This is an optimization exercise on Yosys and OpenROAD, whose aim is small area, not a production implementation.
The RTL was checked by simulation tests, not by an equivalence proof against the original design.
Power is estimated from default activity; no workload was simulated.

==> flow/design.v (excerpt) <==
module uart_axis_bridge(
	input clk,
	input rst_n,
	input uart_rx,
	input [12:0] x_axis,
	input [12:0] y_axis,
	input [12:0] z_axis,
	output uart_tx
    );
wire bps_start1,bps_start2;
wire clk_bps1,clk_bps2;
wire at_436_1,at_436_2;
wire [7:0] rx_data;
wire rx_done;
speed_config speed_rx(
	.clk(clk),
	.bps_start(bps_start1),
	.clk_bps(clk_bps1),
	.at_436(at_436_1)
);
uart_rx rx_i(
	.clk(clk),
	.rst_n(rst_n),
	.uart_rx(uart_rx),
	.clk_bps(clk_bps1),
	.at_436(at_436_1),
	.bps_start(bps_start1),
	.rx_data(rx_data),
	.rx_done(rx_done)
);
speed_config speed_tx(
	.clk(clk),
	.bps_start(bps_start2),
	.clk_bps(clk_bps2),
	.at_436(at_436_2)
);
uart_tx tx_i(
	.clk(clk),
	.rst_n(rst_n),
	.clk_bps(clk_bps2),
	.rx_data(rx_data),
	.x_axis(x_axis),
	.y_axis(y_axis),
	.z_axis(z_axis),
	.rx_done(rx_done),
	.uart_tx(uart_tx),
	.bps_start(bps_start2)
);
endmodule
Settings: LEC_CHECK=0, CAP_MARGIN=20, CORE_MARGIN=2, CORE_UTILIZATION=40, SLEW_MARGIN=20; clock period 10.0 ns.
standard.sh (not shown) runs the stock make flow with config.mk's settings and CLKGATE_MAP_FILE= SYNTH_SCRIPT=/design/flow/synth_recipe.tcl, a recipe that flattens the netlist after the stock synthesis.
==> flow/flow/run.sh <==
#!/bin/bash
# The standard layout, with three changes: ABC maps the logic for area, the
# port buffers are the smallest buffer cell, and CTS adds no dummy loads.
set -euo pipefail
here=$(pwd)
export AREA_ABC_SCRIPT=$here/flow/abc.script
export BUFFER_PORTS_ARGS="-buffer_cell sky130_fd_sc_hd__buf_1"
export CTS_ARGS="-sink_clustering_enable -repair_clock_nets -dont_use_dummy_load -buf_list sky130_fd_sc_hd__clkbuf_8 -sink_clustering_size 17"
bash standard.sh SYNTH_SCRIPT=$here/flow/synth.tcl finish > make_finish.log 2>&1
==> flow/flow/abc.script <==
strash
dch -f
amap -F 20 -A 40
topo
==> flow/flow/synth.tcl <==
# The standard flow's synthesis script (synth_recipe.tcl), with ABC mapping the logic for
# area instead of speed. Everything but the ABC script is unchanged, so the
# registers are the standard synthesis's.
proc synth {args} { yosys synth -nofsm -noshare {*}$args }
proc abc {args} {
  set i [lsearch -exact $args -script]
  lset args [expr {$i + 1}] $::env(AREA_ABC_SCRIPT)
  yosys abc {*}$args
}
source $::env(SCRIPTS_DIR)/synth.tcl
# left out here: clear keep_hierarchy, flatten, clean up, hide names made inside functions, write 1_2_yosys.v
Rerun with:
==> flow/flow/run.sh (replaced) <==
#!/bin/bash
# The standard layout, with three changes: ABC maps the logic for area, the
# port buffers are the smallest buffer cell, and CTS adds no dummy loads.
set -euo pipefail
here=$(pwd)
export AREA_ABC_SCRIPT=$here/flow/abc.script
export BUFFER_PORTS_ARGS="-buffer_cell sky130_fd_sc_hd__buf_1"
export CTS_ARGS="-sink_clustering_enable -repair_clock_nets -dont_use_dummy_load"
bash standard.sh SYNTH_SCRIPT=$here/flow/synth.tcl finish > make_finish.log 2>&1
Result: Cell count stays the same. Area after synthesis is unchanged. Final area is unchanged. First-iteration DRC count is unchanged. Wire length is unchanged. Synthesized cell count stays the same. Flip-flop and latch count stays the same. Utilization stays the same. Hold slack is unchanged. Sequential power hardly moves.
Rerun with:
--- a/flow/flow/run.sh
+++ b/flow/flow/run.sh
@@ -6,4 +6,4 @@
 export AREA_ABC_SCRIPT=$here/flow/abc.script
 export BUFFER_PORTS_ARGS="-buffer_cell sky130_fd_sc_hd__buf_1"
-export CTS_ARGS="-sink_clustering_enable -repair_clock_nets -dont_use_dummy_load"
+export CTS_ARGS="-sink_clustering_enable -repair_clock_nets -dont_use_dummy_load -buf_list sky130_fd_sc_hd__clkbuf_8 -sink_clustering_size 25 -sink_clustering_max_diameter 200"
 bash standard.sh SYNTH_SCRIPT=$here/flow/synth.tcl finish > make_finish.log 2>&1
Cell count does not change.
Clock-buffer cell count does not change.
Power is unchanged.
Register-to-register slack is about the same.
Clock power is about the same.
Non-clock buffer count is unchanged.

[afterwards: timing with drivers on the ports]
How much do the figures lean on ideal ports? The routed layouts below were timed once more, with nothing changed but the port constraints. Step 1 assumes that a clkbuf_16 drives the clock port and a buf_2 every other input. Step 2 also shifts input and output timing later by t, the mid clock arrival at the registers, as if the neighbouring blocks saw the same clock. Slacks: no drivers / after step 1 / after step 2; pairs: no drivers / after step 1.
run | t, ns | slack for setup (ns) | hold slack, ns | slew at the worst register clock pin (ns) | pins driven straight from the clock port
the first run | 0.305 | 7.042 / 7.017 / 6.984 | 0.370 / 0.370 / 0.370 | 0.08 / 0.08 | 1
the second run | 0.305 | 7.042 / 7.017 / 6.984 | 0.370 / 0.370 / 0.370 | 0.08 / 0.08 | 1
the third run | 0.305 | 7.042 / 7.017 / 6.984 | 0.370 / 0.370 / 0.370 | 0.08 / 0.08 | 1
After both steps every run listed still meets setup and hold.
